This design comes from an exercise in tuning for small area and a short achievable clock period on the open sky130 flow, not from production work.
Where RTL was checked, it was by simulation tests only, not by an equivalence proof against the original.
Power is estimated from default activity; no workload was simulated.

Setup of P:
==> module cordic, before the edit <==
module cordic (
    input clk,
    input rst_n,
    input start,
    input [15:0] angle,
    output reg [15:0] cos,
    output reg [15:0] sin
);
    reg [16:0] r;
    reg [3:0] q;
    wire d = ~r[16];
    wire first = (q == 4'd15);
    wire idle = (q == 4'd13) || (q == 4'd14);
    reg [14:0] e;
    always @(*) begin
        case (q)
            4'd15: e = 15'h6487;
            4'd0:  e = 15'h3B58;
            4'd1:  e = 15'h1F5B;
            4'd2:  e = 15'h0FEA;
            4'd3:  e = 15'h07FD;
            4'd4:  e = 15'h03FF;
            4'd5:  e = 15'h01FF;
            4'd6:  e = 15'h00FF;
            4'd7:  e = 15'h007F;
            4'd8:  e = 15'h003F;
            4'd9:  e = 15'h001F;
            4'd10: e = 15'h000F;
            4'd11: e = 15'h0007;
            4'd12: e = 15'h0003;
            default: e = 15'h0000;
        endcase
    end
    wire [14:0] tc_sh = sin[15:1] >> q;
    wire [14:0] ts_sh = cos[15:1] >> q;
    wire [15:0] tc = {1'b0, tc_sh[14:2], tc_sh[1:0] & {2{~idle}}};
    wire [15:0] ts = {1'b0, ts_sh[14:2], ts_sh[1:0] & {2{~idle}}};
    wire [15:0] new_cos;
    wire [15:0] new_sin;
    wire [16:0] new_r;
    add_bk #(16) i_add_c (.a(cos), .b(tc ^ {16{d}}), .ci(d), .s(new_cos));
    add_bk #(16) i_add_s (.a(sin), .b(ts ^ {16{~d}}), .ci(~d), .s(new_sin));
    wire lo = first && (r[15:0] < 16'd2516);
    add_bk #(17) i_add_r (.a(r), .b({d, d & ~lo, e ^ {15{d}}}), .ci(d), .s(new_r));
    always @(posedge clk) begin
        if (first) begin
            cos <= 16'h4DBA;
            sin <= 16'h4DBA;
        end else begin
            cos <= new_cos;
            sin <= new_sin;
        end
    end
    always @(posedge clk) begin
        if (start)
            r <= {1'b0, angle};
        else
            r <= new_r;
    end
    always @(posedge clk or negedge rst_n) begin
        if (!rst_n)
            q <= 4'd14;
        else if (start)
            q <= 4'd15;
        else if (q != 4'd14)
            q <= q + 4'd1;
    end
endmodule
export LEC_CHECK = 0
export ABC_AREA = 1
export CAP_MARGIN = 20
export CORE_MARGIN = 2
export CORE_UTILIZATION = 40
export CTS_BUF_LIST = sky130_fd_sc_hd__clkbuf_4 sky130_fd_sc_hd__clkbuf_8
export SLEW_MARGIN = 20
create_clock -name core_clock -period 16.0 [get_ports {clk}]
standard.sh (not shown) runs the stock make flow with config.mk's settings and CLKGATE_MAP_FILE= SYNTH_SCRIPT=/design/flow/synth_recipe.tcl, a recipe that flattens the netlist after the stock synthesis.
==> flow/flow/run.sh <==
#!/bin/bash
# The standard layout with these changes:
#  - synthesis: no full/half-adder cell extraction (ADDER_MAP_FILE empty), so
#    ABC sees whole register-to-register paths, and ABC maps with a
#    delay-constrained area-recovering script (flow/abc_map.script) instead
#    of ORFS's; the rest of the standard synthesis script, including the
#    flip-flop mapping, flattening and renaming, is unchanged;
#  - repair_timing aims for extra setup slack (SETUP_SLACK_MARGIN) so that
#    the achieved period, not just the 16 ns clock, is optimised;
#  - the ports get plain buffers (buf_2) instead of delay cells.
set -euo pipefail
here=$(pwd)
{
  head -n 1 synth_recipe.tcl
  cat <<EOT
proc abc {args} {
  set i [lsearch -exact \$args -script]
  if {\$i >= 0} { set args [lreplace \$args [expr {\$i + 1}] [expr {\$i + 1}] $here/flow/abc_map.script] }
  yosys abc {*}\$args
}
EOT
  tail -n +2 synth_recipe.tcl
} > synth_map.tcl
bash standard.sh SYNTH_SCRIPT="$here/synth_map.tcl" ADDER_MAP_FILE= SETUP_SLACK_MARGIN=11.8 \
  'BUFFER_PORTS_ARGS=-buffer_cell sky130_fd_sc_hd__buf_2' finish > standard_flow.log 2>&1
==> flow/flow/abc_map.script <==
strash
dch
map -D 2000
topo
No stage failed in P, and the final checks on the layout all came back clean.
Here is what was changed in the inputs of Q compared with P.
==> flow/design.v, changed modules only <==
module cordic (
    input clk,
    input rst_n,
    input start,
    input [15:0] angle,
    output reg [15:0] cos,
    output reg [15:0] sin
);
    reg [16:0] r;
    reg [3:0] q;
    wire d = ~r[16];
    wire first = (q == 4'd15);
    wire idle = (q == 4'd13) || (q == 4'd14);
    reg [14:0] e;
    always @(*) begin
        case (q)
            4'd15: e = 15'h6487;
            4'd0:  e = 15'h3B58;
            4'd1:  e = 15'h1F5B;
            4'd2:  e = 15'h0FEA;
            4'd3:  e = 15'h07FD;
            4'd4:  e = 15'h03FF;
            4'd5:  e = 15'h01FF;
            4'd6:  e = 15'h00FF;
            4'd7:  e = 15'h007F;
            4'd8:  e = 15'h003F;
            4'd9:  e = 15'h001F;
            4'd10: e = 15'h000F;
            4'd11: e = 15'h0007;
            4'd12: e = 15'h0003;
            default: e = 15'h0000;
        endcase
    end
    wire [14:0] tc_sh = sin[15:1] >> q;
    wire [14:0] ts_sh = cos[15:1] >> q;
    wire [15:0] tc = {1'b0, tc_sh[14:2], tc_sh[1:0] & {2{~idle}}};
    wire [15:0] ts = {1'b0, ts_sh[14:2], ts_sh[1:0] & {2{~idle}}};
    wire [15:0] new_cos;
    wire [15:0] new_sin;
    wire [16:0] new_r;
    add_bk #(16) i_add_c (.a(cos), .b(tc ^ {16{d}}), .ci(d), .s(new_cos));
    add_bk #(16) i_add_s (.a(sin), .b(ts ^ {16{~d}}), .ci(~d), .s(new_sin));
    add_bk #(17) i_add_r (.a(r), .b({2'b00, e} ^ {17{d}}), .ci(d), .s(new_r));
    wire lo = first && (r[15:0] < 16'd2516);
    always @(posedge clk) begin
        if (first) begin
            cos <= 16'h4DBA;
            sin <= 16'h4DBA;
        end else begin
            cos <= new_cos;
            sin <= new_sin;
        end
    end
    always @(posedge clk) begin
        if (start)
            r <= {1'b0, angle};
        else
            r <= {new_r[16], new_r[15] & ~lo, new_r[14:0]};
    end
    always @(posedge clk or negedge rst_n) begin
        if (!rst_n)
            q <= 4'd14;
        else if (start)
            q <= 4'd15;
        else if (q != 4'd14)
            q <= q + 4'd1;
    end
endmodule
==> comparison <==
- Q finished end to end and its layout was clean on timing, DRC and antenna.
- The worst reg-to-reg path cell count of Q is lower than that of P.
- | period utilization | Q vs P | ≈ equal |
- Between P and Q, the difference in total number of sequential cells is negligible.
- Across both runs, part of the total power dissipated in the clock network was lower for Q than for P.
- On floorplan die width, P and Q are basically level.
- On total power, the lower figure sits with P, not Q.
- There was hardly any difference in final wirelength between P and Q.
- Looking at first-pass GRT wire length across both flows, Q is the weaker of the two, with P ahead.
- Q ended with more finished layout cell area than P.
- The final worst slack of Q and that of P are within noise of each other.
- In Q, the fraction of power consumed by combinational cells came out 0.7 points above the value in P.
Only the layout flow was run in Q; the RTL was not checked for function there.

---

== job 4555 ==
The RTL this note starts from:
==> flow/design.v <==
module add_bk #(parameter N = 16) (
    input  [N-1:0] a,
    input  [N-1:0] b,
    input          ci,
    output [N-1:0] s
);
    localparam L = $clog2(N);
    wire [N-1:0] p0 = a ^ b;
    wire [N-1:0] g0 = a & b;
    wire [N*2*L-1:0] G;
    wire [N*2*L-1:0] P;
    assign G[N-1:0] = {g0[N-1:1], g0[0] | (p0[0] & ci)};
    assign P[N-1:0] = p0;
    genvar l, i;
    generate
        for (l = 0; l < L; l = l + 1) begin : up
            for (i = 0; i < N; i = i + 1) begin : bt
                if (((i + 1) % (2 << l)) == 0) begin : node
                    assign G[(l+1)*N+i] = G[l*N+i] | (P[l*N+i] & G[l*N+i-(1<<l)]);
                    assign P[(l+1)*N+i] = P[l*N+i] & P[l*N+i-(1<<l)];
                end else begin : pass
                    assign G[(l+1)*N+i] = G[l*N+i];
                    assign P[(l+1)*N+i] = P[l*N+i];
                end
            end
        end
        for (l = L - 2; l >= 0; l = l - 1) begin : down
            for (i = 0; i < N; i = i + 1) begin : bt
                if (((i + 1) % (2 << l)) == (1 << l) && i >= (2 << l)) begin : node
                    assign G[(2*L-1-l)*N+i] = G[(2*L-2-l)*N+i] | (P[(2*L-2-l)*N+i] & G[(2*L-2-l)*N+i-(1<<l)]);
                    assign P[(2*L-1-l)*N+i] = P[(2*L-2-l)*N+i] & P[(2*L-2-l)*N+i-(1<<l)];
                end else begin : pass
                    assign G[(2*L-1-l)*N+i] = G[(2*L-2-l)*N+i];
                    assign P[(2*L-1-l)*N+i] = P[(2*L-2-l)*N+i];
                end
            end
        end
    endgenerate
    wire [N-1:0] gf = G[(2*L-1)*N +: N];
    assign s = p0 ^ {gf[N-2:0], ci};
endmodule
module cordic (
    input clk,
    input rst_n,
    input start,
    input [15:0] angle,
    output reg [15:0] cos,
    output reg [15:0] sin
);
    reg [16:0] r;
    reg [3:0] cnt;
    wire d = ~r[16];
    wire idle = cnt[3] & cnt[2] & cnt[1];
    reg [14:0] e;
    always @(*) begin
        case (cnt)
            4'd0:  e = 15'h6487;
            4'd1:  e = 15'h3B58;
            4'd2:  e = 15'h1F5B;
            4'd3:  e = 15'h0FEA;
            4'd4:  e = 15'h07FD;
            4'd5:  e = 15'h03FF;
            4'd6:  e = 15'h01FF;
            4'd7:  e = 15'h00FF;
            4'd8:  e = 15'h007F;
            4'd9:  e = 15'h003F;
            4'd10: e = 15'h001F;
            4'd11: e = 15'h000F;
            4'd12: e = 15'h0007;
            4'd13: e = 15'h0003;
            default: e = 15'h0000;
        endcase
    end
    wire [15:0] tc_sh = sin >> cnt;
    wire [15:0] ts_sh = cos >> cnt;
    wire [15:0] tc = {tc_sh[15:2], tc_sh[1:0] & {2{~idle}}};
    wire [15:0] ts = {ts_sh[15:2], ts_sh[1:0] & {2{~idle}}};
    wire [15:0] new_cos;
    wire [15:0] new_sin;
    wire [16:0] new_r;
    add_bk #(16) i_add_c (.a(cos), .b(tc ^ {16{d}}), .ci(d), .s(new_cos));
    add_bk #(16) i_add_s (.a(sin), .b(ts ^ {16{~d}}), .ci(~d), .s(new_sin));
    assign new_r = r + ({2'b00, e} ^ {17{d}}) + {16'd0, d};
    wire lo = (cnt == 4'd0) && (r[15:0] < 16'd2516);
    always @(posedge clk) begin
        if (start) begin
            cos <= 16'h4DBA;
            sin <= 16'h0000;
            r <= {1'b0, angle};
        end else begin
            cos <= new_cos;
            sin <= new_sin;
            r <= {new_r[16], new_r[15] & ~lo, new_r[14:0]};
        end
    end
    always @(posedge clk or negedge rst_n) begin
        if (!rst_n)
            cnt <= 4'hF;
        else if (start)
            cnt <= 4'h0;
        else if (cnt != 4'hF)
            cnt <= cnt + 4'h1;
    end
endmodule
clock: 16.0 ns
lec_check: 0
abc_area: 1
cap_margin: 20
core_margin: 2
core_utilization: 40
slew_margin: 20
==> flow/flow/run.sh <==
#!/bin/bash
# Standard layout, with repair_timing aiming for extra setup slack so that the
# achieved period, not just the 16 ns clock, is optimised.
set -euo pipefail
bash standard.sh SETUP_SLACK_MARGIN=12.0 finish > standard_flow.log 2>&1
#### Input delta (job 2373 over job 4555)
==> flow/design.v <==
module cordic (
    input clk,
    input rst_n,
    input start,
    input [15:0] angle,
    output reg [15:0] cos,
    output reg [15:0] sin
);
    reg [16:0] r;
    reg [3:0] cnt;
    wire d = ~r[16];
    wire idle = cnt[3] & cnt[2] & cnt[1];
    reg [14:0] e;
    always @(*) begin
        case (cnt)
            4'd0:  e = 15'h6487;
            4'd1:  e = 15'h3B58;
            4'd2:  e = 15'h1F5B;
            4'd3:  e = 15'h0FEA;
            4'd4:  e = 15'h07FD;
            4'd5:  e = 15'h03FF;
            4'd6:  e = 15'h01FF;
            4'd7:  e = 15'h00FF;
            4'd8:  e = 15'h007F;
            4'd9:  e = 15'h003F;
            4'd10: e = 15'h001F;
            4'd11: e = 15'h000F;
            4'd12: e = 15'h0007;
            4'd13: e = 15'h0003;
            default: e = 15'h0000;
        endcase
    end
    wire [15:0] tc_sh = sin >> cnt;
    wire [15:0] ts_sh = cos >> cnt;
    wire [15:0] tc = {tc_sh[15:2], tc_sh[1:0] & {2{~idle}}};
    wire [15:0] ts = {ts_sh[15:2], ts_sh[1:0] & {2{~idle}}};
    wire [15:0] new_cos = cos + (tc ^ {16{d}}) + {15'd0, d};
    wire [15:0] new_sin = sin + (ts ^ {16{~d}}) + {15'd0, ~d};
    wire [16:0] new_r = r + ({2'b00, e} ^ {17{d}}) + {16'd0, d};
    wire lo = (cnt == 4'd0) && (r[15:0] < 16'd2516);
    always @(posedge clk) begin
        if (start) begin
            cos <= 16'h4DBA;
            sin <= 16'h0000;
            r <= {1'b0, angle};
        end else begin
            cos <= new_cos;
            sin <= new_sin;
            r <= {new_r[16], new_r[15] & ~lo, new_r[14:0]};
        end
    end
    always @(posedge clk or negedge rst_n) begin
        if (!rst_n)
            cnt <= 4'hF;
        else if (start)
            cnt <= 4'h0;
        else if (cnt != 4'hF)
            cnt <= cnt + 4'h1;
    end
endmodule
==> notes.md <==
- Having completed the whole flow, job 2373 delivered a layout that passed the timing, design-rule and antenna checks.
- On critical path's largest stage delay, job 2373 tracks job 4555 almost exactly.
- When job 2373 is measured against job 4555, its combined flip-flop and latch cell area turns out about 0.6% lower.
- Utilization ends up higher on job 4555.
- Compared with job 4555, in job 2373 max-slew headroom at the worst pin grew by 11 points, length of routed met2 wiring -43 µm, final hold violation count has remained practically unchanged, proportion of layout cells with a drive suffix above 1 fell 6.6 points.
- Worst hold slack: lower on job 2373
- Delta (job 2373 minus job 4555): final cell count without fillers increased 9.3%, number of clock buffers inserted by TritonCTS essentially unchanged, final layout net count increased 87.
Only the layout flow was run in job 4555; the RTL was not checked for function there.

---

Another version of the RTL of cordic (not shown whole).
Size: roughly 53 flip-flops, about 51 I/O pins, about 0.0055 sq mm of cells after synthesis.
==> module cordic, before the edit <==
module cordic (
    input clk,
    input rst_n,
    input start,
    input [15:0] angle,
    output reg [15:0] cos,
    output reg [15:0] sin
);
    reg [16:0] r;
    reg [3:0] cnt;
    wire d = ~r[16];
    wire idle = cnt[3] & cnt[2] & cnt[1];
    reg [14:0] e;
    always @(*) begin
        case (cnt)
            4'd0:  e = 15'h6487;
            4'd1:  e = 15'h3B58;
            4'd2:  e = 15'h1F5B;
            4'd3:  e = 15'h0FEA;
            4'd4:  e = 15'h07FD;
            4'd5:  e = 15'h03FF;
            4'd6:  e = 15'h01FF;
            4'd7:  e = 15'h00FF;
            4'd8:  e = 15'h007F;
            4'd9:  e = 15'h003F;
            4'd10: e = 15'h001F;
            4'd11: e = 15'h000F;
            4'd12: e = 15'h0007;
            4'd13: e = 15'h0003;
            default: e = 15'h0000;
        endcase
    end
    wire [15:0] tc_sh = sin >> cnt;
    wire [15:0] ts_sh = cos >> cnt;
    wire [15:0] tc = {tc_sh[15:2], tc_sh[1:0] & {2{~idle}}};
    wire [15:0] ts = {ts_sh[15:2], ts_sh[1:0] & {2{~idle}}};
    wire [15:0] new_cos;
    wire [15:0] new_sin;
    wire [16:0] new_r;
    add_sk #(16) i_add_c (.a(cos), .b(tc ^ {16{d}}), .ci(d), .s(new_cos));
    add_sk #(16) i_add_s (.a(sin), .b(ts ^ {16{~d}}), .ci(~d), .s(new_sin));
    add_bk #(17) i_add_r (.a(r), .b({2'b00, e} ^ {17{d}}), .ci(d), .s(new_r));
    wire lo = (cnt == 4'd0) && (r[15:0] < 16'd2516);
    always @(posedge clk) begin
        if (start) begin
            cos <= 16'h4DBA;
            sin <= 16'h0000;
            r <= {1'b0, angle};
        end else begin
            cos <= new_cos;
            sin <= new_sin;
            r <= {new_r[16], new_r[15] & ~lo, new_r[14:0]};
        end
    end
    always @(posedge clk or negedge rst_n) begin
        if (!rst_n)
            cnt <= 4'hF;
        else if (start)
            cnt <= 4'h0;
        else if (cnt != 4'hF)
            cnt <= cnt + 4'h1;
    end
endmodule
==> flow/config.mk <==
export PLATFORM = sky130hd
export DESIGN_NAME = cordic
export DESIGN_NICKNAME = cordic
export VERILOG_FILES = /design/flow/design.v
export SDC_FILE = /design/flow/constraint.sdc
export NUM_CORES = 4
export LEC_CHECK = 0
export ABC_AREA = 1
export CAP_MARGIN = 20
export CORE_MARGIN = 2
export CORE_UTILIZATION = 40
export SLEW_MARGIN = 20
==> flow/constraint.sdc <==
create_clock -name core_clock -period 16.0 [get_ports {clk}]
set_input_delay 3.2000 -clock core_clock [delete_from_list [all_inputs] [get_ports {clk}]]
set_output_delay 3.2000 -clock core_clock [all_outputs]
set_load 0.01 [all_outputs]
==> flow/flow/run.sh <==
#!/bin/bash
# Standard layout, with repair_timing aiming for extra setup slack so that the
# achieved period, not just the 16 ns clock, is optimised, and plain buffers
# (instead of delay cells) on the ports.
set -euo pipefail
bash standard.sh SETUP_SLACK_MARGIN=11.8 'BUFFER_PORTS_ARGS=-buffer_cell sky130_fd_sc_hd__buf_2' finish > standard_flow.log 2>&1
The first run completed without violations.
Next try:
--- a/flow/design.v
+++ b/flow/design.v
@@ -124,9 +124,9 @@
     wire [15:0] new_cos;
     wire [15:0] new_sin;
     wire [16:0] new_r;
-    add_sk #(16) i_add_c (.a(cos), .b(tc ^ {16{d}}), .ci(d), .s(new_cos));
-    add_sk #(16) i_add_s (.a(sin), .b(ts ^ {16{~d}}), .ci(~d), .s(new_sin));
-    add_bk #(17) i_add_r (.a(r), .b({2'b00, e} ^ {17{d}}), .ci(d), .s(new_r));
+    add_bk #(16) i_add_c (.a(cos), .b(tc ^ {16{d}}), .ci(d), .s(new_cos));
+    add_bk #(16) i_add_s (.a(sin), .b(ts ^ {16{~d}}), .ci(~d), .s(new_sin));
+    add_rc #(17) i_add_r (.a(r), .b({2'b00, e} ^ {17{d}}), .ci(d), .s(new_r));
     wire lo = (cnt == 4'd0) && (r[15:0] < 16'd2516);
     always @(posedge clk) begin
         if (start) begin
Result: Non-clock buffer count went up by 23; register-to-register slack is worse by 2900 ps; routed wire length climbs by roughly a tenth; cell count came out lower by a little under a tenth; global-route usage goes up by 3.5 points.
Function was not checked in any run of this note: the RTL went through the layout flow alone.

static timing again, ports no longer ideal:
How much do the figures lean on ideal ports? The routed layouts below were timed once more, with nothing changed but the port constraints.
Step 1: set_driving_cell puts a clkbuf_16 on clk and a buf_2 on each other input, an assumption about the parent block.
Step 2, shift: input delay + t, output delay - t, t = (earliest + latest rising clock arrival at the registers) / 2. This alone moves slack from input paths to output paths.
a / b / c = no drivers / after step 1 / after step 2; a / b = the first two.
run | t (ns) | setup slack, ns | worst hold slack (ns) | latest minus earliest clock arrival (ns) | worst register clock-pin slew, ns
P | 0.369 | 11.852 / 11.817 / 11.573 | 0.475 / 0.475 / 0.475 | 0.013 / 0.013 | 0.12 / 0.12
Q | 0.366 | 11.851 / 11.817 / 11.680 | 0.473 / 0.473 / 0.473 | 0.013 / 0.014 | 0.11 / 0.11
job 4555 | 0.345 | 12.018 / 11.979 / 11.777 | 0.488 / 0.488 / 0.488 | 0.009 / 0.009 | 0.07 / 0.07
job 2373 | 0.345 | 12.020 / 11.980 / 11.772 | 0.468 / 0.468 / 0.468 | 0.006 / 0.005 | 0.07 / 0.07
the first run of note 3 | 0.345 | 11.852 / 11.810 / 11.736 | 0.484 / 0.484 / 0.484 | 0.011 / 0.010 | 0.07 / 0.07
the second run of note 3 | 0.353 | 9.140 / 9.140 / 9.140 | 0.505 / 0.505 / 0.505 | 0.014 / 0.014 | 0.08 / 0.08
After both steps setup and hold are still met in every run listed. The setup slack of P, which loses most, moves by -0.035 ns with the drivers and by -0.279 ns with both steps.
